Source: an optimization exercise on an open RTL-to-GDS flow (aim: small area, a short achievable clock period and few clock cycles). Production flows keep margins and buffers that such runs may drop.
Where RTL was checked, it was by simulation tests only, not by an equivalence proof against the original.
No functional check of the RTL was part of run 1.
Power and IR drop assume default switching activity.

File: flow/design.v
`timescale 1ns / 1ps
module axi_slave_ram #
(
    parameter C_AXI_ADDR_WIDTH = 9,
    parameter C_AXI_DATA_WIDTH = 32,
    parameter STRB_WIDTH = (C_AXI_DATA_WIDTH/8),
    parameter ID_WIDTH = 1,
    parameter PIPELINE_OUTPUT = 0
)
(
    input  wire                   clk,
    input  wire                   rst,
    input  wire [ID_WIDTH-1:0]    s_axi_awid,
    input  wire [C_AXI_ADDR_WIDTH-1:0]  s_axi_awaddr,
    input  wire [7:0]             s_axi_awlen,
    input  wire [2:0]             s_axi_awsize,
    input  wire [1:0]             s_axi_awburst,
    input  wire                   s_axi_awlock,
    input  wire [3:0]             s_axi_awcache,
    input  wire [2:0]             s_axi_awprot,
    input  wire                   s_axi_awvalid,
    output wire                   s_axi_awready,
    input  wire [C_AXI_DATA_WIDTH-1:0]  s_axi_wdata,
    input  wire [STRB_WIDTH-1:0]  s_axi_wstrb,
    input  wire                   s_axi_wlast,
    input  wire                   s_axi_wvalid,
    output wire                   s_axi_wready,
    output wire [ID_WIDTH-1:0]    s_axi_bid,
    output wire [1:0]             s_axi_bresp,
    output wire                   s_axi_bvalid,
    input  wire                   s_axi_bready,
    input  wire [ID_WIDTH-1:0]    s_axi_arid,
    input  wire [C_AXI_ADDR_WIDTH-1:0]  s_axi_araddr,
    input  wire [7:0]             s_axi_arlen,
    input  wire [2:0]             s_axi_arsize,
    input  wire [1:0]             s_axi_arburst,
    input  wire                   s_axi_arlock,
    input  wire [3:0]             s_axi_arcache,
    input  wire [2:0]             s_axi_arprot,
    input  wire                   s_axi_arvalid,
    output wire                   s_axi_arready,
    output wire [ID_WIDTH-1:0]    s_axi_rid,
    output wire [C_AXI_DATA_WIDTH-1:0]  s_axi_rdata,
    output wire [1:0]             s_axi_rresp,
    output wire                   s_axi_rlast,
    output wire                   s_axi_rvalid,
    input  wire                   s_axi_rready
);
localparam NWORDS = 128;
integer h;
reg [31:0] ra [0:NWORDS/2-1];
reg [31:0] rb [0:NWORDS/2-1];
reg        ph;
wire [31:0] mem [0:NWORDS-1];
genvar gp;
generate
    for (gp = 0; gp < NWORDS/2; gp = gp + 1) begin : g_phys
        assign mem[2*gp]   = ra[gp];
        assign mem[2*gp+1] = rb[gp];
    end
endgenerate
always @(posedge clk)
    ph <= !ph;
reg                wc_v;           
reg [8:0]          wc_addr;
reg [1:0]          wc_size;
reg                wc_fixed;
reg [7:0]          wc_cnt;
reg                wc_last;        
reg [ID_WIDTH-1:0] wc_id;
reg                awq_v;          
reg [8:0]          awq_addr;
reg [1:0]          awq_size;
reg                awq_fixed;
reg [7:0]          awq_len;
reg [ID_WIDTH-1:0] awq_id;
reg [63:0]         wp_pair;
reg [31:0]         wp_data;
reg [3:0]          wp_strb;
reg                wd_v;
reg [7:0]          wd_hi;
reg [7:0]          wd_lo;
reg [31:0]         wd_data;
reg [3:0]          wd_strb;
reg                bvalid_r;       
reg [ID_WIDTH-1:0] bid_r;
reg                bq1_v;
reg [ID_WIDTH-1:0] bq1_id;
reg                awready_r;
reg                wready_r;
assign s_axi_awready = awready_r;
assign s_axi_wready  = wready_r;
assign s_axi_bvalid  = bvalid_r;
assign s_axi_bid     = bid_r;
assign s_axi_bresp   = 2'b00;
wire aw_hs = s_axi_awvalid & awready_r;
wire w_hs  = s_axi_wvalid & wready_r;
wire b_hs  = bvalid_r & s_axi_bready;
wire w_last = wc_last;
wire b_push = w_hs & w_last;
wire w_direct = w_hs & !rst & (wc_addr[2] == ph);
wire w_defer  = w_hs & !rst & (wc_addr[2] != ph);
wire [7:0] w_hi, w_lo;
genvar gd;
generate
    for (gd = 0; gd < 8; gd = gd + 1) begin : g_wdec
        assign w_hi[gd] = (wc_addr[8:6] == gd);
        assign w_lo[gd] = (wc_addr[5:3] == gd);
    end
endgenerate
wire [1:0] awsize_c = (s_axi_awsize > 3'd2) ? 2'd2 : s_axi_awsize[1:0];
wire [8:0] wc_inc = (wc_size == 2'd0) ? 9'd1 : (wc_size == 2'd1) ? 9'd2 : 9'd4;
reg                wc_v_n;
reg [8:0]          wc_addr_n;
reg [1:0]          wc_size_n;
reg                wc_fixed_n;
reg [7:0]          wc_cnt_n;
reg [ID_WIDTH-1:0] wc_id_n;
reg                awq_v_n;
reg                bvalid_n, bq1_v_n;
reg [ID_WIDTH-1:0] bid_n, bq1_id_n;
wire wc_free = !wc_v | b_push;    
always @* begin
    wc_v_n = wc_v; wc_addr_n = wc_addr; wc_size_n = wc_size; wc_fixed_n = wc_fixed;
    wc_cnt_n = wc_cnt; wc_id_n = wc_id;
    awq_v_n = awq_v;
    if (w_hs && !w_last) begin
        if (!wc_fixed) wc_addr_n = wc_addr + wc_inc;
        wc_cnt_n = wc_cnt - 8'd1;
    end
    if (wc_free) begin
        if (awq_v) begin
            wc_v_n = 1'b1; wc_addr_n = awq_addr; wc_size_n = awq_size; wc_fixed_n = awq_fixed;
            wc_cnt_n = awq_len; wc_id_n = awq_id;
            awq_v_n = aw_hs;
        end else if (aw_hs) begin
            wc_v_n = 1'b1; wc_addr_n = s_axi_awaddr; wc_size_n = awsize_c;
            wc_fixed_n = (s_axi_awburst == 2'b00);
            wc_cnt_n = s_axi_awlen; wc_id_n = s_axi_awid;
        end else begin
            wc_v_n = 1'b0;
        end
    end else if (aw_hs) begin
        awq_v_n = 1'b1;
    end
    bvalid_n = bvalid_r; bid_n = bid_r; bq1_v_n = bq1_v; bq1_id_n = bq1_id;
    if (b_hs) begin
        bvalid_n = bq1_v; bid_n = bq1_id; bq1_v_n = 1'b0;
    end
    if (b_push) begin
        if (!bvalid_n) begin
            bvalid_n = 1'b1; bid_n = wc_id;
        end else begin
            bq1_v_n = 1'b1; bq1_id_n = wc_id;
        end
    end
end
always @(posedge clk) begin
    if (rst) begin
        wc_v <= 1'b0;
        awq_v <= 1'b0;
        bvalid_r <= 1'b0;
        bq1_v <= 1'b0;
        awready_r <= 1'b0;
        wready_r <= 1'b0;
    end else begin
        wc_v <= wc_v_n;
        awq_v <= awq_v_n;
        bvalid_r <= bvalid_n;
        bq1_v <= bq1_v_n;
        awready_r <= !awq_v_n;
        wready_r <= wc_v_n && !(wc_cnt_n == 8'd0 && bvalid_n && bq1_v_n) &&
                    !(w_hs && (wc_addr_n[2] == wc_addr[2]));
    end
    wc_addr <= wc_addr_n; wc_size <= wc_size_n; wc_fixed <= wc_fixed_n;
    wc_cnt <= wc_cnt_n; wc_id <= wc_id_n;
    wc_last <= (wc_cnt_n == 8'd0);
    bid_r <= bid_n; bq1_id <= bq1_id_n;
    if (aw_hs) begin
        awq_addr <= s_axi_awaddr; awq_size <= awsize_c; awq_fixed <= (s_axi_awburst == 2'b00);
        awq_len <= s_axi_awlen; awq_id <= s_axi_awid;
    end
    wd_v <= w_defer;
    wd_hi <= w_hi;
    wd_lo <= w_lo;
    wd_data <= s_axi_wdata;
    wd_strb <= s_axi_wstrb;
    for (h = 0; h < 64; h = h + 1)
        wp_pair[h] <= w_direct ? (w_hi[h / 8] & w_lo[h % 8]) : (wd_v & wd_hi[h / 8] & wd_lo[h % 8]);
    if (w_direct) begin
        wp_data <= s_axi_wdata;
        wp_strb <= s_axi_wstrb;
    end else begin
        wp_data <= wd_data;
        wp_strb <= wd_strb;
    end
end
wire [3:0]  ws_strb = wp_strb;
wire [31:0] ws_data = wp_data;
genvar gi, gb, gt;
generate
    for (gi = 0; gi < NWORDS/2; gi = gi + 1) begin : g_pair
        wire [31:0] na;
        for (gb = 0; gb < 4; gb = gb + 1) begin : g_byte
            wire wen, wen_n;
            rm_and2  u_en  (.a(wp_pair[gi]), .b(ws_strb[gb]), .y(wen));
            rm_nand2 u_enn (.a(wp_pair[gi]), .b(ws_strb[gb]), .y(wen_n));
            for (gt = 0; gt < 8; gt = gt + 1) begin : g_bit
                rm_ao22 u_m (.a0(wen), .a1(ws_data[8*gb+gt]), .b0(wen_n), .b1(rb[gi][8*gb+gt]),
                             .y(na[8*gb+gt]));
            end
        end
        always @(posedge clk) begin
            ra[gi] <= na;
            rb[gi] <= ra[gi];
        end
    end
endgenerate
reg                rc_v;
reg [1:0]          rc_off;
reg [1:0]          rc_size;
reg                rc_fixed;
reg [7:0]          rc_cnt;
reg                rc_last;        
reg [ID_WIDTH-1:0] rc_id;
reg                rc_w0;          
reg [31:0]         rs_lo;
reg [3:0]          rs_hi;
reg                arq_v;
reg [8:0]          arq_addr;
reg [1:0]          arq_size;
reg                arq_fixed;
reg [7:0]          arq_len;
reg [ID_WIDTH-1:0] arq_id;
reg                s2_v;
reg                s2_last;
reg [ID_WIDTH-1:0] s2_id;
reg [31:0]         p_n [0:3];
reg                arready_r;
reg                rvalid_r;
wire [31:0]        rdata_r;
wire               rlast_r;
wire [ID_WIDTH-1:0] rid_r;
assign s_axi_arready = arready_r;
assign s_axi_rvalid  = rvalid_r;
assign s_axi_rdata   = rdata_r;
assign s_axi_rlast   = rlast_r;
assign s_axi_rid     = rid_r;
assign s_axi_rresp   = 2'b00;
wire ar_hs    = s_axi_arvalid & arready_r;
wire out_free = !rvalid_r | s_axi_rready;
wire s2_adv   = s2_v & out_free;
wire fetch    = rc_v & (!s2_v | out_free);
wire r_last   = rc_last;
wire rc_free  = !rc_v | (fetch & r_last);
wire [1:0] arsize_c = (s_axi_arsize > 3'd2) ? 2'd2 : s_axi_arsize[1:0];
wire rc_carry = !rc_fixed && ((rc_size == 2'd2) || (rc_size == 2'd1 && rc_off[1]) ||
                              (rc_size == 2'd0 && rc_off == 2'd3));
wire [1:0] rc_off_inc = (rc_size == 2'd0) ? rc_off + 2'd1 : (rc_size == 2'd1) ? rc_off + 2'd2 : rc_off;
wire [8:0] new_addr = arq_v ? arq_addr : s_axi_araddr;
reg [31:0] rs_lo_n;
reg [3:0]  rs_hi_n;
integer q;
always @* begin
    rs_hi_n = rs_hi;
    for (q = 0; q < 16; q = q + 1) begin
        rs_lo_n[2*q]   = rs_lo[2*q+1];
        rs_lo_n[2*q+1] = rs_lo[2*q];
    end
    if (rc_free) begin
        for (q = 0; q < 32; q = q + 1)
            rs_lo_n[q] = ({new_addr[6:3], new_addr[2] ^ !ph} == q);
        for (q = 0; q < 4; q = q + 1)
            rs_hi_n[q] = (new_addr[8:7] == q);
    end else if (fetch && rc_carry) begin
        if (rc_w0) begin
            rs_lo_n = {rs_lo[29:0], rs_lo[31:30]};
            if (rs_lo[31] | rs_lo[30])
                rs_hi_n = {rs_hi[2:0], rs_hi[3]};
        end else begin
            rs_lo_n = rs_lo;
        end
    end
end
reg  [NWORDS-1:0] rsel;
wire [NWORDS-1:0] rsel_n;
genvar gs;
generate
    for (gs = 0; gs < NWORDS; gs = gs + 1) begin : g_rsel
        rm_and2 u (.a(rs_lo_n[gs % 32]), .b(rs_hi_n[gs / 32]), .y(rsel_n[gs]));
    end
endgenerate
always @(posedge clk)
    rsel <= rsel_n;
wire [31:0] p_mux [0:3];
genvar gj, gg, gk;
generate
    for (gk = 0; gk < 3; gk = gk + 1) begin : g_grp
        for (gj = 0; gj < 32; gj = gj + 1) begin : g_rbit
            wire [10:0] l1;    
            wire [2:0]  l2;    
            for (gg = 0; gg < 11; gg = gg + 1) begin : g_l1
                rm_aoi222 u (.a0(mem[33*gk+3*gg][gj]), .s0(rsel[33*gk+3*gg]),
                             .a1(mem[33*gk+3*gg+1][gj]), .s1(rsel[33*gk+3*gg+1]),
                             .a2(mem[33*gk+3*gg+2][gj]), .s2(rsel[33*gk+3*gg+2]), .y(l1[gg]));
            end
            rm_nand4 u20 (.a(l1[0]), .b(l1[1]), .c(l1[2]),  .d(l1[3]),  .y(l2[0]));
            rm_nand4 u21 (.a(l1[4]), .b(l1[5]), .c(l1[6]),  .d(l1[7]),  .y(l2[1]));
            rm_nand3 u22 (.a(l1[8]), .b(l1[9]), .c(l1[10]), .y(l2[2]));
            rm_nor3 u3 (.a(l2[0]), .b(l2[1]), .c(l2[2]), .y(p_mux[gk][gj]));
        end
    end
    for (gj = 0; gj < 32; gj = gj + 1) begin : g_rbit3
        wire [9:0] l1;     
        wire [2:0] l2;     
        for (gg = 0; gg < 9; gg = gg + 1) begin : g_l1
            rm_aoi222 u (.a0(mem[99+3*gg][gj]), .s0(rsel[99+3*gg]),
                         .a1(mem[99+3*gg+1][gj]), .s1(rsel[99+3*gg+1]),
                         .a2(mem[99+3*gg+2][gj]), .s2(rsel[99+3*gg+2]), .y(l1[gg]));
        end
        rm_aoi22 u9 (.a0(mem[126][gj]), .s0(rsel[126]), .a1(mem[127][gj]), .s1(rsel[127]), .y(l1[9]));
        rm_nand4 u20 (.a(l1[0]), .b(l1[1]), .c(l1[2]), .d(l1[3]), .y(l2[0]));
        rm_nand3 u21 (.a(l1[4]), .b(l1[5]), .c(l1[6]), .y(l2[1]));
        rm_nand3 u22 (.a(l1[7]), .b(l1[8]), .c(l1[9]), .y(l2[2]));
        rm_nor3 u3 (.a(l2[0]), .b(l2[1]), .c(l2[2]), .y(p_mux[3][gj]));
    end
endgenerate
wire [31:0] rdata_d = ~(p_n[0] & p_n[1] & p_n[2] & p_n[3]);
wire        s2_hold = !s2_adv;
reg  [31:0] rdata_q;
reg         rlast_q;
reg  [ID_WIDTH-1:0] rid_q;
wire [31:0] rdata_nd;
wire        rlast_nd;
wire [ID_WIDTH-1:0] rid_nd;
genvar go;
generate
    for (go = 0; go < 32; go = go + 1) begin : g_rdata
        rm_ao22 u (.a0(s2_adv), .a1(rdata_d[go]), .b0(s2_hold), .b1(rdata_q[go]), .y(rdata_nd[go]));
    end
    for (go = 0; go < ID_WIDTH; go = go + 1) begin : g_rid
        rm_mux2 u (.s(s2_adv), .a0(rid_q[go]), .a1(s2_id[go]), .y(rid_nd[go]));
    end
endgenerate
rm_mux2 u_rlast (.s(s2_adv), .a0(rlast_q), .a1(s2_last), .y(rlast_nd));
always @(posedge clk) begin
    rdata_q <= rdata_nd;
    rlast_q <= rlast_nd;
    rid_q <= rid_nd;
end
assign rdata_r = rdata_q;
assign rlast_r = rlast_q;
assign rid_r = rid_q;
integer k;
always @(posedge clk) begin
    if (rst) begin
        rc_v <= 1'b0;
        arq_v <= 1'b0;
        s2_v <= 1'b0;
        rvalid_r <= 1'b0;
        arready_r <= 1'b0;
    end else begin
        if (rc_free)
            rc_v <= arq_v | ar_hs;
        if (rc_free)
            arq_v <= 1'b0;
        else if (ar_hs)
            arq_v <= 1'b1;
        arready_r <= !(rc_free ? 1'b0 : (arq_v | ar_hs));
        if (fetch)
            s2_v <= 1'b1;
        else if (s2_adv)
            s2_v <= 1'b0;
        if (s2_adv)
            rvalid_r <= 1'b1;
        else if (s_axi_rready)
            rvalid_r <= 1'b0;
    end
    if (rc_free) begin
        rc_off <= new_addr[1:0];
        if (arq_v) begin
            rc_size <= arq_size; rc_fixed <= arq_fixed; rc_cnt <= arq_len; rc_id <= arq_id;
        end else begin
            rc_size <= arsize_c; rc_fixed <= (s_axi_arburst == 2'b00);
            rc_cnt <= s_axi_arlen; rc_id <= s_axi_arid;
        end
        rc_last <= arq_v ? (arq_len == 8'd0) : (s_axi_arlen == 8'd0);
        rc_w0 <= new_addr[2];
    end else if (fetch) begin
        rc_cnt <= rc_cnt - 8'd1;
        rc_last <= (rc_cnt == 8'd1);
        if (!rc_fixed)
            rc_off <= rc_off_inc;
        if (rc_carry)
            rc_w0 <= !rc_w0;
    end
    rs_lo <= rs_lo_n;
    rs_hi <= rs_hi_n;
    if (ar_hs) begin
        arq_addr <= s_axi_araddr; arq_size <= arsize_c; arq_fixed <= (s_axi_arburst == 2'b00);
        arq_len <= s_axi_arlen; arq_id <= s_axi_arid;
    end
    if (fetch) begin
        for (k = 0; k < 4; k = k + 1)
            p_n[k] <= p_mux[k];
        s2_last <= r_last;
        s2_id <= rc_id;
    end
end
endmodule
module rm_aoi222 (input wire a0, input wire s0, input wire a1, input wire s1,
                  input wire a2, input wire s2, output wire y);
    assign y = ~((a0 & s0) | (a1 & s1) | (a2 & s2));
endmodule
module rm_aoi22 (input wire a0, input wire s0, input wire a1, input wire s1, output wire y);
    assign y = ~((a0 & s0) | (a1 & s1));
endmodule
module rm_nand4 (input wire a, input wire b, input wire c, input wire d, output wire y);
    assign y = ~(a & b & c & d);
endmodule
module rm_nand3 (input wire a, input wire b, input wire c, output wire y);
    assign y = ~(a & b & c);
endmodule
module rm_mux2 (input wire s, input wire a0, input wire a1, output wire y);
    assign y = s ? a1 : a0;
endmodule
module rm_and3 (input wire a, input wire b, input wire c, output wire y);
    assign y = a & b & c;
endmodule
module rm_ao22 (input wire a0, input wire a1, input wire b0, input wire b1, output wire y);
    assign y = (a0 & a1) | (b0 & b1);
endmodule
module rm_and2 (input wire a, input wire b, output wire y);
    assign y = a & b;
endmodule
module rm_nor3 (input wire a, input wire b, input wire c, output wire y);
    assign y = ~(a | b | c);
endmodule
module rm_nand2 (input wire a, input wire b, output wire y);
    assign y = ~(a & b);
endmodule
File: flow/constraint.sdc
create_clock -name core_clock -period 5.0 [get_ports {clk}]
set_input_delay 1.0000 -clock core_clock [delete_from_list [all_inputs] [get_ports {clk}]]
set_output_delay 1.0000 -clock core_clock [all_outputs]
set_load 0.01 [all_outputs]
File: flow/config.mk
export PLATFORM = sky130hd
export DESIGN_NAME = axi_slave_ram
export DESIGN_NICKNAME = axi_slave_ram
export VERILOG_FILES = /design/flow/design.v
export SDC_FILE = /design/flow/constraint.sdc
export NUM_CORES = 8
export LEC_CHECK = 0
export CAP_MARGIN = 20
export CORE_MARGIN = 2
export CORE_UTILIZATION = 65
export CTS_CLUSTER_DIAMETER = 80
export CTS_CLUSTER_SIZE = 30
export PLACE_DENSITY = 0.75
export SETUP_SLACK_MARGIN = 2.6
export SLEW_MARGIN = 20
export SYNTH_HIERARCHICAL = 1
File: flow/flow/run.sh
#!/bin/bash
export BUFFER_PORTS_ARGS="-buffer_cell sky130_fd_sc_hd__buf_2"
export MAX_REPAIR_ANTENNAS_ITER_DRT=5
bash standard.sh > standard.log 2>&1
File: flow/standard.sh
#!/bin/bash
# synth_recipe.tcl (not shown) runs the flow's synth.tcl, then flattens the netlist and writes it again
# the make line also repeats each setting of config.mk as NAME=value (left out here)
make -C /OpenROAD-flow-scripts/flow DESIGN_CONFIG=/design/flow/config.mk WORK_HOME=/design/flow/orfs CLKGATE_MAP_FILE= SYNTH_SCRIPT=/design/flow/synth_recipe.tcl "${@:-finish}"
==> results.py, run 1 <==
metrics = {
    "floorplan": {
        "start_util_pct": 65.4,
        "std_cell_rows": 169,
        "ios": 150,
        "fp.dieH_um": 466,
        "die_area_sq_um": 217000,
        "chipWidth_um": 466,
        "placeableCoreArea_sq_um": 212000,
    },
    "min_path": {
        "hp-class": "input port to flop",
        "min_path_cells": 1,
    },
    "synth": {
        "syn_area_per_cell_sq_um": 13.8,
        "postSynthCellCount": 10000,
        "synth_seq_area_share_pct": 68.7,
        "syn_area_sq_um": 139000,
        "ys_ff_latch": 4671,
        "synth_warnings": 13,
        "synth_top_flop_cell": "dfxtp_1",
        "synth_edf_count": 193,
        "ys_types": 79,
        "ys_async_sr_fraction_pct": 0,
    },
    "cts": {
        "cts_hold_buffers": 0,
        "cts_max_level": 4,
        "clock_sinks": 4671,
        "cts_buffer_depth": 3,
        "cts_made_buffers": 175,
        "cts_tree": "done",
        "worstSkewPairLatency_ps": 890,
        "path_clk_slew_ps": 110,
        "cts_root_buffer": "clkbuf_16",
    },
    "timing": {
        "tightest_slew_ps": 1230,
        "finalClockSkew_ps": 35.7,
        "final_hold_viol_count": 0,
        "finalSetupViolCount": 0,
        "max-slew-margin-rel_pct": 18.0,
        "fin_tns_setup_ps": 0,
        "worst_hold_slack_ps": 209,
        "fmax_mhz": 390,
        "fin_crit_sh_pct": 51.3,
        "fin_crit_ps": 2570,
        "postLayoutSetupSlackWorst_ps": 2430,
        "slew_viol_final": 0,
        "rsz0062_at_grt": "yes",
    },
    "power": {
        "p_seq_share_pct": 66.4,
        "swShare_pct": 22.5,
        "pwr_density_cell_nw_per_um2": 391,
        "p_int_w": 0.0458,
        "ir_worst_vdd_mv": 0.445,
        "combPwrFrac_pct": 3.1,
        "p_switching_w": 0.0133,
        "power_w": 0.0591,
        "p_leak_nw": 55.0,
        "pwr-share-clk_pct": 30.4,
    },
    "global_routing": {
        "grt_use_total_pct": 40.1,
        "grt_pass1_wl_um": 657000,
        "grt_pass1_vias": 97900,
        "antenna_found_initial": 49,
        "grt_max_degree": 92,
        "grt_overflow": 0,
    },
    "placed_design": {
        "pre_cts_slack_ps": 1400,
        "dpl.hpwl_um": 292000,
        "placed_area_sq_um": 144000,
        "place_congestion": 0.974,
        "portBuffers": 128,
    },
    "layout": {
        "mostFrequentLayoutCells": "dfxtp_1, a22o_1, a222oi_1, nand2_1, and2_1",
        "nets": 10600,
        "drive_gt1_share_pct": 8.79,
        "nFillCells": 14600,
        "area_growth_pct": 8.62,
        "final_common_cell": "dfxtp_1",
        "final_area_sq_um": 151000,
    },
    "critical_path": {
        "endpoint_kind": "flop",
        "start_kind": "flop",
        "cp.arrival_ps": 3210,
        "crit_fanout": 9,
        "r2r_cells": 4,
        "crit_required_ps": 5640,
        "criticalPathCategory": "flop to flop",
    },
    "routing": {
        "drtIter0Drc": 19000,
        "drt_pass1_iterations": 14,
        "routedWlPerCell_um": 33.9,
        "drc": 0,
        "antenna_left": 0,
        "wirelength_um": 454000,
        "via_count": 101000,
        "viasPerCell": 7.57,
    },
    "outcome": {
        "status": "finished clean",
    },
    "run": {
        "maxCapViolations": 0,
    },
}
[metal layers]
metal | wire, um | GRT usage (%) | vias up
li1 | - | - | 42600
met4 | 32600 | 25.5 | 20
met5 | 136 | 0 | -
met1 | 169000 | 52.2 | 50400
met3 | 52500 | 8.97 | 1309
met2 | 200000 | 60.7 | 7086
[final timing paths]
check	slack, ps	from	end
setup / recovery	2430	rsel[75]$_DFF_P_	p_n[2][0]$_DFFE_PP_
hold / removal	210	s_axi_wstrb[1]	wd_strb[1]$_DFF_P_
setup reg to reg	2430	rsel[75]$_DFF_P_	p_n[2][0]$_DFFE_PP_
hold reg to reg	330	ra[53][1]$_DFF_P_	rb[53][1]$_DFF_P_
[critical path, cell delays in order, from the launching register on]
cell	delay, ps
dfxtp_4	370
buf_12	150
a222oi_1	600
nand4_1	610
nor3_4	590
[power by group through the flow]
stage	combinational, W	sequential (W)	clock [W]
after global placement	0.00153	0.0400	0
after CTS	0.00170	0.0392	0.0180
after detailed placement	0.00157	0.0400	0
after floorplan	0.000811	0.0397	0
after global routing	0.00191	0.0393	0.0193
final	0.00185	0.0392	0.0180
[registers in the layout, summed over array words and instances, names as in the netlist, 4 cells and up]
| register | flops |
|---|---|
| ra | 2048 |
| rb | 2048 |
| p_n | 128 |
| rsel | 128 |
| wp_pair | 64 |
| rdata_q | 32 |
| rs_lo | 32 |
| wd_data | 32 |
| wp_data | 32 |
| arq_addr | 9 |
| awq_addr | 9 |
| wc_addr | 9 |
| arq_len | 8 |
| awq_len | 8 |
| rc_cnt | 8 |
| wc_cnt | 8 |
| wd_hi | 8 |
| wd_lo | 8 |
| rs_hi | 4 |
| wd_strb | 4 |
| wp_strb | 4 |
[Yosys stat by module (local to each module, per instance), a selection]
module	area [sq um]	times used	flip-flops and latches
axi_slave_ram	100000	1	4671
rm_mux2	15.0	2	0
rm_aoi22	12.5	32	0
rm_nor3	10.0	128	0
rm_ao22	8.76	2080	0
rm_and2	6.26	384	0
rm_nand4	6.26	224	0
rm_nand3	5.00	160	0
rm_nand2	3.75	256	0
[kinds of logic (layout without fill, tap and decap cells)]
logic type	count (synthesis)	in the layout	share of synthesized area, %
AOI/OAI and AO/OA	3671	3681	24.1
and+or+nand+nor	1514	1514	6.19
xor gates and xnor gates	20	20	0.126
DFF	4671	4671	68.7
muxes	72	72	0.536
other	1	23	0.00270
adders and majority gates	9	9	0.0847
buffers and inverters	88	579	0.286
[synth_stat cells (34+ instances only)]
library cell     n  area [sq um]
o22ai_1         90           563
nand3_1        170           851
nor2_1          34           128
nand4_1        264          1650
o21ai_0         52           260
mux2i_1         59           591
dfxtp_1       4478         89600
nor3_2         128          1280
edfxtp_1       193          5800
nand2_1        449          1690
and2_1         389          2430
a222oi_1      1344         13500
a22o_1        2081         18200
[cell type report]
type / count / area (sq um) / area share (%)
Timing Repair Buffer: 306 / 2610 / 1.73
Sequential cell: 4671 / 95800 / 63.5
Tap cell: 2821 / 3530 / 2.34
Clock inverter: 14 / 190 / 0.126
Timing Repair inverter: 2 / 13.8 / 0.00912
Antenna cell: 19 / 47.5 / 0.0315
Inverter: 30 / 155 / 0.103
Multi-Input combinational cell: 5300 / 43800 / 29.0
Clock buffer: 227 / 4770 / 3.16
[stage by stage]
stage               util [%]  std cells
floorplan                  -      10000
global placement        67.9      13100
detailed placement      67.9      13100
CTS                     70.8      13300
global route            71.1      13400
finish                  71.1      13400
[repair_timing]
action / in CTS / in global routing
endpoints found under the hold margin: 0 / 0
resized for setup: 189 / 70
gates cloned: 11 / 7
setup endpoints to repair: 806 / 223
buffers inserted: 33 / 15
pin swaps: 18 / 31
==> run 2: changes to the inputs <==
--- a/flow/design.v
+++ b/flow/design.v
@@ -76,7 +76,7 @@
 reg [ID_WIDTH-1:0] awq_id;
 reg [63:0]         wp_pair;
 reg [31:0]         wp_data;
-reg [3:0]          wp_strb;
+reg [3:0]          wp_strb [0:7];   
 reg                wd_v;
 reg [7:0]          wd_hi;
 reg [7:0]          wd_lo;
@@ -86,16 +86,18 @@
 reg [ID_WIDTH-1:0] bid_r;
 reg                bq1_v;
 reg [ID_WIDTH-1:0] bq1_id;
-reg                awready_r;
+reg                awready_r;      
 reg                wready_r;
+reg                wready_ni;      
+reg                bvalid_ni;      
 assign s_axi_awready = awready_r;
 assign s_axi_wready  = wready_r;
 assign s_axi_bvalid  = bvalid_r;
 assign s_axi_bid     = bid_r;
 assign s_axi_bresp   = 2'b00;
-wire aw_hs = s_axi_awvalid & awready_r;
-wire w_hs  = s_axi_wvalid & wready_r;
-wire b_hs  = bvalid_r & s_axi_bready;
+wire aw_hs = s_axi_awvalid & !awq_v;
+wire w_hs  = s_axi_wvalid & !wready_ni;
+wire b_hs  = !bvalid_ni & s_axi_bready;
 wire w_last = wc_last;
 wire b_push = w_hs & w_last;
 wire w_direct = w_hs & !rst & (wc_addr[2] == ph);
@@ -120,6 +122,7 @@
 reg                bvalid_n, bq1_v_n;
 reg [ID_WIDTH-1:0] bid_n, bq1_id_n;
 wire wc_free = !wc_v | b_push;    
+wire wready_n;
 always @* begin
     wc_v_n = wc_v; wc_addr_n = wc_addr; wc_size_n = wc_size; wc_fixed_n = wc_fixed;
     wc_cnt_n = wc_cnt; wc_id_n = wc_id;
@@ -143,7 +146,7 @@
     end else if (aw_hs) begin
         awq_v_n = 1'b1;
     end
-    bvalid_n = bvalid_r; bid_n = bid_r; bq1_v_n = bq1_v; bq1_id_n = bq1_id;
+    bvalid_n = !bvalid_ni; bid_n = bid_r; bq1_v_n = bq1_v; bq1_id_n = bq1_id;
     if (b_hs) begin
         bvalid_n = bq1_v; bid_n = bq1_id; bq1_v_n = 1'b0;
     end
@@ -155,22 +158,27 @@
         end
     end
 end
+assign wready_n = wc_v_n && !(wc_cnt_n == 8'd0 && bvalid_n && bq1_v_n) &&
+                  !(w_hs && (wc_addr_n[2] == wc_addr[2]));
 always @(posedge clk) begin
     if (rst) begin
         wc_v <= 1'b0;
         awq_v <= 1'b0;
         bvalid_r <= 1'b0;
+        bvalid_ni <= 1'b1;
         bq1_v <= 1'b0;
-        awready_r <= 1'b0;
+        awready_r <= 1'b1;
         wready_r <= 1'b0;
+        wready_ni <= 1'b1;
     end else begin
         wc_v <= wc_v_n;
         awq_v <= awq_v_n;
         bvalid_r <= bvalid_n;
+        bvalid_ni <= !bvalid_n;
         bq1_v <= bq1_v_n;
         awready_r <= !awq_v_n;
-        wready_r <= wc_v_n && !(wc_cnt_n == 8'd0 && bvalid_n && bq1_v_n) &&
-                    !(w_hs && (wc_addr_n[2] == wc_addr[2]));
+        wready_r <= wready_n;
+        wready_ni <= !wready_n;
     end
     wc_addr <= wc_addr_n; wc_size <= wc_size_n; wc_fixed <= wc_fixed_n;
     wc_cnt <= wc_cnt_n; wc_id <= wc_id_n;
@@ -189,13 +197,14 @@
         wp_pair[h] <= w_direct ? (w_hi[h / 8] & w_lo[h % 8]) : (wd_v & wd_hi[h / 8] & wd_lo[h % 8]);
     if (w_direct) begin
         wp_data <= s_axi_wdata;
-        wp_strb <= s_axi_wstrb;
+        for (h = 0; h < 8; h = h + 1)
+            wp_strb[h] <= s_axi_wstrb & {4{w_hi[h]}};
     end else begin
         wp_data <= wd_data;
-        wp_strb <= wd_strb;
+        for (h = 0; h < 8; h = h + 1)
+            wp_strb[h] <= wd_strb & {4{wd_v & wd_hi[h]}};
     end
 end
-wire [3:0]  ws_strb = wp_strb;
 wire [31:0] ws_data = wp_data;
 genvar gi, gb, gt;
 generate
@@ -203,8 +212,8 @@
         wire [31:0] na;
         for (gb = 0; gb < 4; gb = gb + 1) begin : g_byte
             wire wen, wen_n;
-            rm_and2  u_en  (.a(wp_pair[gi]), .b(ws_strb[gb]), .y(wen));
-            rm_nand2 u_enn (.a(wp_pair[gi]), .b(ws_strb[gb]), .y(wen_n));
+            rm_and2  u_en  (.a(wp_pair[gi]), .b(wp_strb[gi / 8][gb]), .y(wen));
+            rm_nand2 u_enn (.a(wp_pair[gi]), .b(wp_strb[gi / 8][gb]), .y(wen_n));
             for (gt = 0; gt < 8; gt = gt + 1) begin : g_bit
                 rm_ao22 u_m (.a0(wen), .a1(ws_data[8*gb+gt]), .b0(wen_n), .b1(rb[gi][8*gb+gt]),
                              .y(na[8*gb+gt]));
@@ -236,8 +245,9 @@
 reg                s2_last;
 reg [ID_WIDTH-1:0] s2_id;
 reg [31:0]         p_n [0:3];
-reg                arready_r;
+reg                arready_r;      
 reg                rvalid_r;
+reg                rvalid_ni;      
 wire [31:0]        rdata_r;
 wire               rlast_r;
 wire [ID_WIDTH-1:0] rid_r;
@@ -247,8 +257,8 @@
 assign s_axi_rlast   = rlast_r;
 assign s_axi_rid     = rid_r;
 assign s_axi_rresp   = 2'b00;
-wire ar_hs    = s_axi_arvalid & arready_r;
-wire out_free = !rvalid_r | s_axi_rready;
+wire ar_hs    = s_axi_arvalid & !arq_v;
+wire out_free = rvalid_ni | s_axi_rready;
 wire s2_adv   = s2_v & out_free;
 wire fetch    = rc_v & (!s2_v | out_free);
 wire r_last   = rc_last;
@@ -358,7 +368,8 @@
         arq_v <= 1'b0;
         s2_v <= 1'b0;
         rvalid_r <= 1'b0;
-        arready_r <= 1'b0;
+        rvalid_ni <= 1'b1;
+        arready_r <= 1'b1;
     end else begin
         if (rc_free)
             rc_v <= arq_v | ar_hs;
@@ -371,10 +382,13 @@
             s2_v <= 1'b1;
         else if (s2_adv)
             s2_v <= 1'b0;
-        if (s2_adv)
+        if (s2_adv) begin
             rvalid_r <= 1'b1;
-        else if (s_axi_rready)
+            rvalid_ni <= 1'b0;
+        end else if (s_axi_rready) begin
             rvalid_r <= 1'b0;
+            rvalid_ni <= 1'b1;
+        end
     end
     if (rc_free) begin
         rc_off <= new_addr[1:0];
--- a/flow/config.mk
+++ b/flow/config.mk
@@ -7,10 +7,10 @@
 export LEC_CHECK = 0
 export CAP_MARGIN = 20
 export CORE_MARGIN = 2
-export CORE_UTILIZATION = 65
+export CORE_UTILIZATION = 60
 export CTS_CLUSTER_DIAMETER = 80
 export CTS_CLUSTER_SIZE = 30
-export PLACE_DENSITY = 0.75
+export PLACE_DENSITY = 0.7
 export SETUP_SLACK_MARGIN = 2.6
 export SLEW_MARGIN = 20
 export SYNTH_HIERARCHICAL = 1
==> results.py, run 2 <==
metrics = {
    "synth": {
        "syn_area_sq_um": 140000,
        "ys_types": 68,
        "synth_seq_area_share_pct": 68.7,
        "syn_area_per_cell_sq_um": 13.8,
        "synth_top_family_by_area": "compound AO/OA/AOI/OAI gates",
        "synth_edf_count": 193,
        "synth_top_flop_cell": "dfxtp_1",
        "synth_common_cells": "dfxtp_1, a22o_1, a222oi_1, nand2_1, and2_1",
        "synth_compound_gate_area_share_pct": 24.1,
        "yosysMostFrequentCell": "dfxtp_1",
        "synth.top_cell.area_share_pct": 64.6,
        "synth_warnings": 15,
        "synth-xor-area-share_pct": 0.138,
        "muxShareOfSynthArea_pct": 0.489,
        "ys_ff_latch": 4702,
        "postSynthCellCount": 10100,
        "synth-simple-area-share_pct": 6.12,
        "synth.area.top_cells": "dfxtp_1, a22o_1, a222oi_1, edfxtp_1, and2_1",
        "synth_top_area_cell": "dfxtp_1",
        "ys_async_sr_fraction_pct": 0,
        "synth_fa_ha_area_share_pct": 0.0841,
    },
    "floorplan": {
        "placeableCoreArea_sq_um": 232000,
        "chipWidth_um": 487,
        "ios": 150,
        "std_cell_rows": 177,
        "fp.dieH_um": 487,
        "start_util_pct": 60.2,
        "die_area_sq_um": 237000,
    },
    "cts": {
        "cts_root_buffer": "clkbuf_16",
        "clock_sinks": 4702,
        "cts_hold_buffers": 0,
        "cts_tree": "done",
        "cts_max_level": 4,
        "worstSkewPairLatency_ps": 890,
        "path_clk_slew_ps": 110,
        "cts_made_buffers": 180,
        "cts_buffer_depth": 3,
    },
    "power": {
        "ir_worst_vdd_mv": 0.386,
        "power_w": 0.0590,
        "p_leak_nw": 55.5,
        "pwr_density_cell_nw_per_um2": 388,
    },
    "timing": {
        "slew_viol_final": 0,
        "fin_crit_sh_pct": 49.3,
        "fin_tns_setup_ps": 0,
        "max-slew-margin-rel_pct": 16.2,
        "finalSetupViolCount": 0,
        "tightest_slew_ps": 1260,
        "finalClockSkew_ps": 35.6,
        "rsz0062_at_grt": "yes",
        "final_hold_viol_count": 0,
        "fmax_mhz": 406,
        "fin_crit_ps": 2460,
        "postLayoutSetupSlackWorst_ps": 2540,
    },
    "critical_path": {
        "start_kind": "flop",
        "criticalPathCategory": "flop to flop",
        "crit_required_ps": 5660,
        "endpoint_kind": "flop",
        "cp.arrival_ps": 3130,
        "crit_fanout": 30,
    },
    "global_routing": {
        "grt_use_total_pct": 37.1,
        "grt_max_degree": 131,
        "grt_pass1_vias": 97100,
        "grt_overflow": 0,
        "antenna_found_initial": 45,
        "grt_pass1_wl_um": 660000,
    },
    "routing": {
        "viasPerCell": 7.35,
        "routedWlPerCell_um": 33.6,
        "wirelength_um": 460000,
        "drtIter0Drc": 17600,
        "drc": 0,
        "antenna_left": 0,
        "via_count": 100000,
        "drt_pass1_iterations": 15,
    },
    "placed_design": {
        "placed_area_sq_um": 145000,
        "dpl.hpwl_um": 307000,
        "place_congestion": 0.982,
        "portBuffers": 128,
        "pre_cts_slack_ps": 1370,
    },
    "layout": {
        "mostFrequentLayoutCells": "dfxtp_1, a22o_1, a222oi_1, nand2_1, and2_1",
        "largest_registers": "ra x2048, rb x2048",
        "final_common_cell": "dfxtp_1",
        "final_area_sq_um": 152000,
        "nets": 10700,
        "drive_gt1_share_pct": 8.93,
        "area_growth_pct": 8.78,
        "nFillCells": 16900,
    },
    "outcome": {
        "status": "finished clean",
    },
    "min_path": {
        "hp-class": "input port to flop",
    },
    "run": {
        "maxCapViolations": 0,
    },
}
[run 2: logic make-up (layout without fill, tap and decap cells)]
family	count (synthesis)	count (layout)
flops	4702	4702
compound gates	3710	3714
simple gates	1513	1513
buf+inv	111	585
mux	66	66
xor+xnor	22	22
fa+ha+maj	9	9
other cells	1	25
[run 2: area by class of cell]
cell class	count	area [sq um]	share of cell area, %
Antenna cell	21	52.6	0.0345
Multi-Input combinational cell	5328	44200	29.1
Clock inverter	28	368	0.242
Clock buffer	230	4960	3.26
Sequential cell	4702	96400	63.4
Inverter	34	154	0.101
Timing Repair Buffer	293	2120	1.39
Tap cell	3043	3810	2.50
[run 2: modules after synthesis, one instance, submodules excluded]
module | cell area, sq um | times used
rm_nand2 | 3.75 | 256
rm_nand4 | 6.26 | 224
rm_aoi222 | 10.0 | 1344
rm_aoi22 | 12.5 | 32
rm_ao22 | 8.76 | 2080
rm_nor3 | 10.0 | 128
axi_slave_ram | 101000 | 1
rm_nand3 | 5.00 | 160
rm_and2 | 6.26 | 384
rm_mux2 | 15.0 | 2
[run 2: power breakdown]
part	switching (W)	internal, W
Sequential	0.000768	0.0379
Combinational	0.00119	0.000432
Clock	0.0113	0.00739
[run 2: worst paths after layout]
| kind | cells past startpoint | slack [ps] | start | to |
|---|---|---|---|---|
| setup / recovery | 4 | 2540 | rsel[45]$_DFF_P_ | p_n[1][22]$_DFFE_PP_ |
| hold / removal | 1 | 220 | s_axi_wdata[1] | wd_data[1]$_DFF_P_ |
| setup reg to reg | 4 | 2540 | rsel[45]$_DFF_P_ | p_n[1][22]$_DFFE_PP_ |
| hold reg to reg | 0 | 340 | ra[9][9]$_DFF_P_ | rb[9][9]$_DFF_P_ |
[run 2: repair_timing]
item,CTS,global route
pin swaps,23,29
setup buffers,7,15
gates cloned,1,3
setup endpoints to repair,311,198
gates resized for setup,159,75
[run 2: critical path: stages, from the launching register on]
cell and delay, ps:
dfxtp_2 400, buf_4 280, a222oi_1 710, nand4_1 340, nor3_4 470
[run 2: routing by layer]
layer  vias to the layer above  GRT usage, %  part of all wire, %
met3                      1121          9.04                   11
met4                        30          21.6                  6.7
li1                      42800             -                    -
met1                     50300          48.3                   38
met2                      6292          56.6                   44
met5                         -             0                0.045
[run 2: per-stage QoR]
step | hold WS [ps] | std cells | utilization (%)
detailed placement | 336 | 13400 | 62.6
global route | 192 | 13700 | 65.5
finish | 220 | 13700 | 65.5
floorplan | 330 | 10100 | -
global placement | 332 | 13400 | 62.6
CTS | 182 | 13600 | 65.3
Testbench counts of run 2, summed over its fixed seeds: cycles 12,407.
==> run 3: changes to the inputs <==
--- a/flow/config.mk
+++ b/flow/config.mk
@@ -7,10 +7,10 @@
 export LEC_CHECK = 0
 export CAP_MARGIN = 20
 export CORE_MARGIN = 2
-export CORE_UTILIZATION = 60
+export CORE_UTILIZATION = 65
 export CTS_CLUSTER_DIAMETER = 80
 export CTS_CLUSTER_SIZE = 30
-export PLACE_DENSITY = 0.7
+export PLACE_DENSITY = 0.75
 export SETUP_SLACK_MARGIN = 2.6
 export SLEW_MARGIN = 20
 export SYNTH_HIERARCHICAL = 1
==> results.py, run 3 <==
metrics = {
    "min_path": {
        "min_path_cells": 1,
        "worstHoldStart": "s_axi_wdata[31]",
        "hp-class": "input port to flop",
        "worstHoldEndpoint": "wd_data[31]$_DFF_P_",
    },
    "timing": {
        "worst_hold_slack_ps": 224,
        "fin_crit_sh_pct": 51.0,
        "postLayoutSetupSlackWorst_ps": 2450,
        "tightest_slew_ps": 1260,
        "fin_tns_setup_ps": 0,
        "fin_crit_ps": 2550,
        "finalClockSkew_ps": 31.9,
        "max-slew-margin-rel_pct": 16.1,
        "finalSetupViolCount": 0,
        "fmax_mhz": 392,
        "rsz0062_at_grt": "yes",
        "final_hold_viol_count": 0,
        "slew_viol_final": 0,
    },
    "synth": {
        "synth_warnings": 15,
        "ys_async_sr_fraction_pct": 0,
        "ys_types": 68,
        "syn_area_sq_um": 140000,
        "postSynthCellCount": 10100,
        "synth_seq_area_share_pct": 68.7,
        "synth.top_cell.area_share_pct": 64.6,
        "synth.area.top_cells": "dfxtp_1, a22o_1, a222oi_1, edfxtp_1, and2_1",
        "ys_ff_latch": 4702,
        "synth_edf_count": 193,
        "synth_common_cells": "dfxtp_1, a22o_1, a222oi_1, nand2_1, and2_1",
        "syn_area_per_cell_sq_um": 13.8,
        "synth_top_flop_cell": "dfxtp_1",
        "yosysMostFrequentCell": "dfxtp_1",
        "synth_top_area_cell": "dfxtp_1",
    },
    "global_routing": {
        "use_met2_pct": 59.9,
        "grt_pass1_wl_um": 648000,
        "antenna_found_initial": 46,
        "grt_max_degree": 85,
        "grt_util_met3_pct": 9.47,
        "grt_overflow": 0,
        "busiest_layer": "met2",
        "grt_pass1_vias": 98500,
        "grt_use_total_pct": 39.4,
        "grt_use_met1_pct": 49.7,
    },
    "routing": {
        "routedWlPerCell_um": 33.3,
        "drc": 0,
        "wirelength_um": 449000,
        "drtIter0Drc": 18600,
        "viasPerCell": 7.47,
        "antenna_left": 0,
        "via_count": 101000,
        "drt_pass1_iterations": 14,
    },
    "power": {
        "pwr-share-clk_pct": 30.8,
        "p_seq_share_pct": 66.4,
        "swShare_pct": 22.3,
        "p_switching_w": 0.0130,
        "p_leak_nw": 55.6,
        "ir_worst_vdd_mv": 0.380,
        "p_int_w": 0.0453,
        "pwr_density_cell_nw_per_um2": 384,
        "power_w": 0.0583,
        "combPwrFrac_pct": 2.8,
    },
    "floorplan": {
        "ios": 150,
        "placeableCoreArea_sq_um": 214000,
        "chipWidth_um": 468,
        "fp.dieH_um": 468,
        "die_area_sq_um": 219000,
        "start_util_pct": 65.3,
        "std_cell_rows": 170,
    },
    "cts": {
        "path_clk_slew_ps": 110,
        "cts_buffer_depth": 3,
        "worstSkewPairLatency_ps": 890,
        "cts_made_buffers": 176,
        "cts_tree": "done",
        "clock_sinks": 4702,
        "cts_max_level": 4,
        "cts_root_buffer": "clkbuf_16",
    },
    "critical_path": {
        "crit_required_ps": 5670,
        "start_kind": "flop",
        "cpMaxStageDelayCell": "a222oi_1",
        "crit_fanout": 18,
        "r2r_setup_slack_ps": 2450,
        "crit_chain": "buf_12 -> a222oi_1 -> nand4_1 -> nor3_4",
        "cp.arrival_ps": 3220,
        "rr_startpoint": "rsel[44]$_DFF_P_",
        "criticalPathCategory": "flop to flop",
        "cp_num_buf_inv": 1,
        "endpoint_kind": "flop",
        "max_stage_delay_ps": 760,
        "r2r_cells": 4,
        "reg2reg_to": "p_n[1][18]$_DFFE_PP_",
        "critPathTopFamily": "simple AND/OR/NAND/NOR gates",
    },
    "layout": {
        "mostFrequentLayoutCells": "dfxtp_1, a22o_1, a222oi_1, nand2_1, and2_1",
        "finalCoreUtilization_pct": 70.9,
        "nets": 10700,
        "drive_gt1_share_pct": 9.01,
        "nFillCells": 14700,
        "final_common_cell": "dfxtp_1",
        "largest_registers": "ra x2048, rb x2048",
        "area_growth_pct": 8.60,
    },
    "run": {
        "maxCapViolations": 0,
    },
    "placed_design": {
        "dpl.hpwl_um": 297000,
        "pre_cts_slack_ps": 1290,
        "portBuffers": 128,
        "place_congestion": 0.988,
    },
    "outcome": {
        "status": "finished clean",
    },
}
[run 3: changes by cell type in the layout (fill, tap and decap cells not counted), moves of 6 or more]
| cell | change |
|---|---|
| o22ai_4 | -6 |
| buf_4 | +17 |
| dfxtp_2 | +9 |
| nor3_2 | -8 |
| nor3_4 | +9 |
| dfxtp_4 | -14 |
| o22ai_2 | +8 |
[run 3: cell type report]
| class | count | area, sq um | area share, % |
|---|---|---|---|
| Clock inverter | 12 | 133 | 0.0873 |
| Multi-Input combinational cell | 5330 | 44300 | 29.2 |
| Sequential cell | 4702 | 96400 | 63.5 |
| Clock buffer | 222 | 4780 | 3.15 |
| Antenna cell | 25 | 62.6 | 0.0412 |
| Timing Repair Buffer | 327 | 2480 | 1.63 |
| Tap cell | 2838 | 3550 | 2.34 |
| Inverter | 34 | 164 | 0.108 |
[run 3: kinds of logic after synthesis]
| logic type | Yosys count | synth area share (%) |
|---|---|---|
| adders and majority gates | 9 | 0.0841 |
| xor gates and xnor gates | 22 | 0.138 |
| and+or+nand+nor | 1513 | 6.12 |
| other | 1 | 0.00268 |
| buffers and inverters | 111 | 0.339 |
| muxes | 66 | 0.489 |
| AOI/OAI and AO/OA | 3710 | 24.1 |
| DFF | 4702 | 68.7 |
[run 3: timing repair]
action                                  in CTS  in global routing
buffers inserted                            23                 13
pin swaps                                   35                 49
gates cloned                                 5                  3
gates resized for setup                    168                116
endpoints found under the setup margin     357                366
hold buffers                                 0                  0
[run 3: per-layer routing]
metal,vias to the layer above,wire (um)
li1,42800,-
met1,49900,165000
met2,6515,198000
met3,1412,49500
met4,40,35700
met5,-,259
[run 3: Yosys stat by module, one instance, submodules excluded]
module,cells,cell area (sq um),flip-flops and latches,times used
rm_nand2,1,3.75,0,256
rm_nand3,1,5.00,0,160
axi_slave_ram,5524,101000,4702,1
rm_nor3,1,10.0,0,128
rm_mux2,1,15.0,0,2
rm_ao22,1,8.76,0,2080
rm_aoi222,1,10.0,0,1344
rm_aoi22,1,12.5,0,32
rm_nand4,1,6.26,0,224
rm_and2,1,6.26,0,384
[run 3: how the worst max path moves through the flow]
stage                            startpoint                    to  slack (ps)  depth (start not counted)
after global routing      s2_v$_SDFFE_PP0P_         rid_q$_DFF_P_        2510                          4
after floorplan                s_axi_rready     rsel[123]$_DFF_P_         290                          7
after CTS                 s2_v$_SDFFE_PP0P_       rlast_q$_DFF_P_        2570                          4
after global placement         s_axi_rready      rsel[51]$_DFF_P_        1360                          8
final                      rsel[44]$_DFF_P_  p_n[1][18]$_DFFE_PP_        2450                          4
after detailed placement       s_axi_rready     rsel[118]$_DFF_P_        1290                          8
[run 3: power by group through the flow]
| stage | logic [W] | clock network (W) | registers (W) |
|---|---|---|---|
| detailed placement | 0.00140 | 0 | 0.0395 |
| CTS | 0.00150 | 0.0179 | 0.0386 |
| floorplan | 0.000614 | 0 | 0.0393 |
| global route | 0.00167 | 0.0193 | 0.0387 |
| global placement | 0.00137 | 0 | 0.0395 |
| finish | 0.00163 | 0.0179 | 0.0387 |
[run 3: per-stage QoR]
step,area (sq um),instances
after floorplan,140000,10100
after global placement,145000,13200
after detailed placement,145000,13200
after CTS,151000,13400
after global routing,152000,13500
final,152000,13500
==> run 4: changes to the inputs <==
--- a/flow/config.mk
+++ b/flow/config.mk
@@ -11,6 +11,6 @@
 export CTS_CLUSTER_DIAMETER = 80
 export CTS_CLUSTER_SIZE = 30
 export PLACE_DENSITY = 0.75
-export SETUP_SLACK_MARGIN = 2.6
+export SETUP_SLACK_MARGIN = 2.7
 export SLEW_MARGIN = 20
 export SYNTH_HIERARCHICAL = 1
==> results.py, run 4 <==
metrics = {
    "synth": {
        "synth_top_flop_cell": "dfxtp_1",
        "postSynthCellCount": 10100,
        "synth_common_cells": "dfxtp_1, a22o_1, a222oi_1, nand2_1, and2_1",
        "syn_area_per_cell_sq_um": 13.8,
        "ys_async_sr_fraction_pct": 0,
        "synth_edf_count": 193,
        "synth_top_area_cell": "dfxtp_1",
        "syn_area_sq_um": 140000,
        "ys_ff_latch": 4702,
        "synth_warnings": 15,
        "synth_seq_area_share_pct": 68.7,
        "yosysMostFrequentCell": "dfxtp_1",
        "synth.area.top_cells": "dfxtp_1, a22o_1, a222oi_1, edfxtp_1, and2_1",
        "ys_types": 68,
        "synth.top_cell.area_share_pct": 64.6,
    },
    "timing": {
        "tightest_slew_ps": 1250,
        "worst_hold_slack_ps": 215,
        "fmax_mhz": 394,
        "rsz0062_at_grt": "yes",
        "fin_tns_setup_ps": 0,
        "final_hold_viol_count": 0,
        "max-slew-margin-rel_pct": 16.7,
        "finalClockSkew_ps": 51.3,
        "finalSetupViolCount": 0,
        "fin_crit_sh_pct": 50.7,
        "fin_crit_ps": 2540,
        "postLayoutSetupSlackWorst_ps": 2460,
        "slew_viol_final": 0,
    },
    "critical_path": {
        "crit_chain": "buf_12 -> a222oi_1 -> nand4_1 -> nor3_4",
        "endpoint_kind": "flop",
        "crit_required_ps": 5610,
        "max_stage_delay_ps": 690,
        "r2r_cells": 4,
        "start_kind": "flop",
        "crit_fanout": 6,
        "rr_startpoint": "rsel[21]$_DFF_P_",
        "worstSetupStartpoint": "rsel[21]$_DFF_P_",
        "cpMaxStageDelayCell": "nor3_4",
        "cp.arrival_ps": 3150,
        "criticalPathCategory": "flop to flop",
    },
    "floorplan": {
        "chipWidth_um": 468,
        "std_cell_rows": 170,
        "die_area_sq_um": 219000,
        "placeableCoreArea_sq_um": 214000,
        "ios": 150,
        "start_util_pct": 65.3,
        "fp.dieH_um": 468,
    },
    "cts": {
        "cts_hold_buffers": 0,
        "cts_root_buffer": "clkbuf_16",
        "clock_sinks": 4702,
        "cts_made_buffers": 176,
        "path_clk_slew_ps": 110,
        "cts_buffer_depth": 3,
        "cts_max_level": 4,
        "worstSkewPairLatency_ps": 900,
        "cts_tree": "done",
    },
    "placed_design": {
        "pre_cts_slack_ps": 1410,
        "dpl.hpwl_um": 297000,
        "placed_area_sq_um": 145000,
        "place_congestion": 0.994,
        "portBuffers": 128,
    },
    "global_routing": {
        "grt_pass1_vias": 97800,
        "antenna_found_initial": 47,
        "grt_overflow": 0,
        "grt_use_total_pct": 40.1,
        "grt_pass1_wl_um": 655000,
        "grt_max_degree": 92,
    },
    "min_path": {
        "worstHoldStart": "s_axi_wdata[27]",
        "min_path_cells": 1,
        "hp-class": "input port to flop",
    },
    "routing": {
        "viasPerCell": 7.50,
        "drc": 0,
        "via_count": 101000,
        "drtIter0Drc": 18400,
        "drt_pass1_iterations": 15,
        "wirelength_um": 457000,
        "routedWlPerCell_um": 33.9,
        "antenna_left": 0,
    },
    "power": {
        "power_w": 0.0584,
        "p_leak_nw": 55.6,
        "ir_worst_vdd_mv": 0.413,
        "pwr_density_cell_nw_per_um2": 383,
    },
    "layout": {
        "final_area_sq_um": 152000,
        "area_growth_pct": 8.88,
        "largest_registers": "ra x2048, rb x2048",
        "mostFrequentLayoutCells": "dfxtp_1, a22o_1, a222oi_1, nand2_1, and2_1",
        "final_common_cell": "dfxtp_1",
        "nets": 10700,
        "drive_gt1_share_pct": 9.19,
    },
    "run": {
        "maxCapViolations": 0,
    },
    "outcome": {
        "status": "finished clean",
    },
}
## run 4: cell counts after synthesis
Identical to the previous run, type by type.
## run 4: critical path, delay by kind of cell, from the launching register on
family	cells	cell delay [ps]
AOI/OAI and AO/OA	1	450
buffers and inverters	1	170
DFF	1	430
and+or+nand+nor	2	1180
## run 4: path summary, 6_finish.rpt
| check | end | slack [ps] |
|---|---|---|
| setup / recovery | p_n[0][5]$_DFFE_PP_ | 2460 |
| hold / removal | wd_data[27]$_DFF_P_ | 210 |
| setup reg to reg | p_n[0][5]$_DFFE_PP_ | 2460 |
| hold reg to reg | rb[44][22]$_DFF_P_ | 330 |
## run 4: routing by layer
metal	global-route usage, %	vias up	share of wire [%]
met5	0	-	0.029
met4	28.1	18	8.1
met3	8.33	1406	11
met2	61.2	6587	44
met1	51.0	50200	37
li1	-	42800	-
## run 4: layout make-up
| cell class | instances | area (sq um) |
|---|---|---|
| diodes | 23 | 57.6 |
| clock buffers | 221 | 4790 |
| clock inverters | 11 | 139 |
| fillers | 14500 | 61900 |
| inverters | 34 | 145 |
| multi-input cells | 5330 | 44500 |
| flip-flops and latches | 4702 | 96400 |
| well taps | 2838 | 3550 |
| repair buffers | 313 | 2700 |
| repair inverters | 1 | 5.00 |
## run 4: modules after synthesis, one instance, submodules excluded, a selection
module	copies in the design	area [sq um]	flip-flops and latches	cells
rm_and2	384	6.26	0	1
rm_aoi222	1344	10.0	0	1
rm_ao22	2080	8.76	0	1
rm_nor3	128	10.0	0	1
axi_slave_ram	1	101000	4702	5524
rm_nand3	160	5.00	0	1
## run 4: cell families (layout without fill, tap and decap cells)
family                     Yosys count  after routing  share of synthesized area, %
and+or+nand+nor                   1513           1515                          6.12
buffers and inverters              111            580                         0.339
adders and majority gates            9              9                        0.0841
xor gates and xnor gates            22             22                         0.138
AOI/OAI and AO/OA                 3710           3714                          24.1
other                                1             27                       0.00268
DFF                               4702           4702                          68.7
muxes                               66             66                         0.489
## run 4: through the flow
stage                     util [%]  std cells
after floorplan                  -      10100
after global placement        67.7      13100
after detailed placement      67.7      13100
after CTS                     70.8      13400
after global routing          71.1      13500
final                         71.1      13500
## run 4: where the power goes
part	leakage [nW]	total [W]	internal [W]	switching, W
Combinational	15.3	0.00164	0.000514	0.00113
Sequential	37.9	0.0388	0.0379	0.000882
Clock	2.40	0.0179	0.00689	0.0110
Total	55.6	0.0584	0.0453	0.0130
## run 4: repair_timing
item	in CTS	in global routing
hold endpoints to repair	0	0
gates resized for setup	256	56
endpoints found under the setup margin	460	316
setup buffers	47	21
pin swaps	57	41
gates cloned	7	2
==> run 5: changes to the inputs <==
--- a/flow/config.mk
+++ b/flow/config.mk
@@ -11,6 +11,6 @@
 export CTS_CLUSTER_DIAMETER = 80
 export CTS_CLUSTER_SIZE = 30
 export PLACE_DENSITY = 0.75
-export SETUP_SLACK_MARGIN = 2.7
+export SETUP_SLACK_MARGIN = 2.9
 export SLEW_MARGIN = 20
 export SYNTH_HIERARCHICAL = 1
==> results.py, run 5 <==
metrics = {
    "outcome": {
        "status": "finished clean",
    },
    "synth": {
        "synth_top_flop_cell": "dfxtp_1",
        "syn_area_per_cell_sq_um": 13.8,
        "ys_ff_latch": 4702,
        "synth_common_cells": "dfxtp_1, a22o_1, a222oi_1, nand2_1, and2_1",
        "synth_seq_area_share_pct": 68.7,
        "synth.top_cell.area_share_pct": 64.6,
        "synth_top_area_cell": "dfxtp_1",
        "yosysMostFrequentCell": "dfxtp_1",
        "synth_edf_count": 193,
        "synth_warnings": 15,
        "ys_async_sr_fraction_pct": 0,
        "postSynthCellCount": 10100,
        "syn_area_sq_um": 140000,
        "synth.area.top_cells": "dfxtp_1, a22o_1, a222oi_1, edfxtp_1, and2_1",
        "ys_types": 68,
    },
    "routing": {
        "drc": 0,
        "drtIter0Drc": 19400,
        "wirelength_um": 471000,
        "antenna_left": 0,
        "routedWlPerCell_um": 34.5,
        "via_count": 103000,
        "drt_pass1_iterations": 14,
        "viasPerCell": 7.51,
    },
    "power": {
        "combPwrFrac_pct": 3.6,
        "pwr-share-clk_pct": 30.7,
        "swShare_pct": 22.6,
        "p_switching_w": 0.0133,
        "p_seq_share_pct": 65.7,
        "p_int_w": 0.0455,
        "pwr_density_cell_nw_per_um2": 378,
        "ir_worst_vdd_mv": 0.448,
        "p_leak_nw": 57.1,
    },
    "cts": {
        "path_clk_slew_ps": 110,
        "worstSkewPairLatency_ps": 910,
        "clock_sinks": 4702,
        "cts_root_buffer": "clkbuf_16",
        "cts_max_level": 4,
        "cts_tree": "done",
        "cts_made_buffers": 177,
        "cts_hold_buffers": 0,
        "cts_buffer_depth": 3,
    },
    "critical_path": {
        "cp_num_buf_inv": 1,
        "start_kind": "flop",
        "critPathTopFamily": "simple AND/OR/NAND/NOR gates",
        "worstSetupStartpoint": "rsel[21]$_DFF_P_",
        "path_depth": 4,
        "crit_fanout": 6,
        "criticalPathCategory": "flop to flop",
        "rr_startpoint": "rsel[21]$_DFF_P_",
        "crit_required_ps": 5630,
        "cp.arrival_ps": 3120,
        "cpMaxStageDelayCell": "a222oi_1",
        "endpoint_kind": "flop",
        "max_stage_delay_ps": 690,
        "crit_chain": "buf_12 -> a222oi_1 -> nand4_1 -> nor3_4",
        "r2r_cells": 4,
    },
    "floorplan": {
        "placeableCoreArea_sq_um": 214000,
        "std_cell_rows": 170,
        "chipWidth_um": 468,
        "die_area_sq_um": 219000,
        "start_util_pct": 65.3,
        "fp.dieH_um": 468,
        "ios": 150,
    },
    "placed_design": {
        "placedCellCount": 13200,
        "placed_area_sq_um": 145000,
        "place_congestion": 1.02,
        "dpl.hpwl_um": 297000,
        "portBuffers": 128,
    },
    "timing": {
        "tightest_slew_ps": 1270,
        "fin_tns_setup_ps": 0,
        "finalClockSkew_ps": 39.7,
        "slew_viol_final": 0,
        "fmax_mhz": 402,
        "fin_crit_sh_pct": 49.7,
        "max-slew-margin-rel_pct": 15.7,
        "rsz0062_at_grt": "yes",
        "finalSetupViolCount": 0,
        "final_hold_viol_count": 0,
        "fin_crit_ps": 2490,
    },
    "layout": {
        "mostFrequentLayoutCells": "dfxtp_1, a22o_1, a222oi_1, nand2_1, and2_1",
        "area_growth_pct": 11.2,
        "drive_gt1_share_pct": 12.1,
        "final_area_sq_um": 156000,
        "final_cells": 13700,
        "final_common_cell": "dfxtp_1",
        "largest_registers": "ra x2048, rb x2048",
        "nets": 10900,
        "finalCoreUtilization_pct": 72.6,
    },
    "global_routing": {
        "grt_use_total_pct": 41.3,
        "grt_max_degree": 72,
        "grt_overflow": 0,
        "antenna_found_initial": 57,
        "grt_pass1_vias": 99600,
        "grt_pass1_wl_um": 670000,
    },
    "min_path": {
        "min_path_cells": 1,
        "worstHoldStart": "s_axi_wdata[27]",
        "hp-class": "input port to flop",
    },
    "run": {
        "maxCapViolations": 0,
    },
}
-- run 5: kinds of logic after synthesis --
logic type | Yosys count | synth area share, %
AO/OA/AOI/OAI | 3710 | 24.1
XOR/XNOR | 22 | 0.138
adder cells (fa/ha/maj) | 9 | 0.0841
buffers and inverters | 111 | 0.339
flip-flops | 4702 | 68.7
multiplexers | 66 | 0.489
other | 1 | 0.00268
AND/OR/NAND/NOR | 1513 | 6.12
-- run 5: what timing repair did --
item                       CTS  global route
pin swaps                  175           167
setup endpoints to repair  542           411
cloned                      21             6
setup buffers              153            51
gates resized for setup    494           142
-- run 5: Yosys stat by module (local to each module, per instance), a selection --
module / flip-flops and latches / area [sq um]
axi_slave_ram: 4702 / 101000
rm_mux2: 0 / 15.0
rm_aoi22: 0 / 12.5
rm_nor3: 0 / 10.0
rm_aoi222: 0 / 10.0
rm_and2: 0 / 6.26
rm_nand3: 0 / 5.00
-- run 5: worst reg2reg max path: stages, from the launching register on --
cell and delay, ps:
dfxtp_4 390, buf_12 160, a222oi_1 690, nand4_1 430
nor3_4 530
-- run 5: final cells by class --
type | instances | area, sq um
clock inverters | 14 | 176
diodes | 29 | 72.6
inverters | 34 | 168
fillers | 14100 | 58700
multi-input cells | 5331 | 45000
repair inverters | 2 | 16.3
clock buffers | 220 | 4800
well taps | 2838 | 3550
flip-flops and latches | 4702 | 96500
repair buffers | 490 | 5190
-- run 5: metrics by stage --
step / worst slack (ps) / total power, W / hold WS [ps]
final: 2510 / 0.0588 / 207
after global routing: 2560 / 0.0601 / 190
after CTS: 2550 / 0.0585 / 176
after detailed placement: 1340 / 0.0410 / 336
after global placement: 1360 / 0.0409 / 332
after floorplan: 313 / 0.0399 / 330
-- run 5: path summary, 6_finish.rpt --
check	end	slack (ps)
min	wd_data[27]$_DFF_P_	210
max reg2reg	p_n[0][13]$_DFFE_PP_	2510
max	p_n[0][13]$_DFFE_PP_	2510
min reg2reg	rb[40][27]$_DFF_P_	340
-- run 5: power by group through the flow --
stage / logic, W / clock network (W) / registers, W
final: 0.00214 / 0.0181 / 0.0386
after global routing: 0.00217 / 0.0193 / 0.0386
after CTS: 0.00192 / 0.0180 / 0.0386
after detailed placement: 0.00149 / 0 / 0.0395
after global placement: 0.00146 / 0 / 0.0395
after floorplan: 0.000636 / 0 / 0.0393
-- run 5: routing by layer --
| layer | global-route usage [%] | wire length, um |
|---|---|---|
| met1 | 51.3 | 170000 |
| met2 | 61.9 | 206000 |
| met3 | 11.2 | 55500 |
| met4 | 30.0 | 39100 |
| met5 | 0.285 | 391 |

## afterwards: timing with drivers on the ports
The results above use ideal ports. As a check the final layouts listed here were re-extracted and re-timed, cells and wires unchanged. Step 1: set_driving_cell puts a clkbuf_16 on clk and a buf_2 on each other input, an assumption about the parent block. Step 2 times the ports against the registers' clock, not the clock port: input delays grow and output delays shrink by t, the midpoint of the rising clock arrivals with the driver on. Three values: ideal, step 1, step 2; two values: the first two.
run | t, ns | slack for setup (ns) | worst register clock-pin slew, ns
run 1 | 0.978 | 2.434 / 2.434 / 1.527 | 0.12 / 0.12
run 2 | 0.970 | 2.535 / 2.528 / 1.892 | 0.12 / 0.12
run 3 | 0.972 | 2.449 / 2.449 / 1.799 | 0.12 / 0.12
run 4 | 0.967 | 2.465 / 2.465 / 1.975 | 0.12 / 0.12
run 5 | 1.002 | 2.515 / 2.464 / 1.895 | 0.12 / 0.12
After both steps every run listed still meets setup and hold. The setup slack of run 1, which loses most, moves by 0.000 ns with the drivers and by -0.907 ns with both steps.
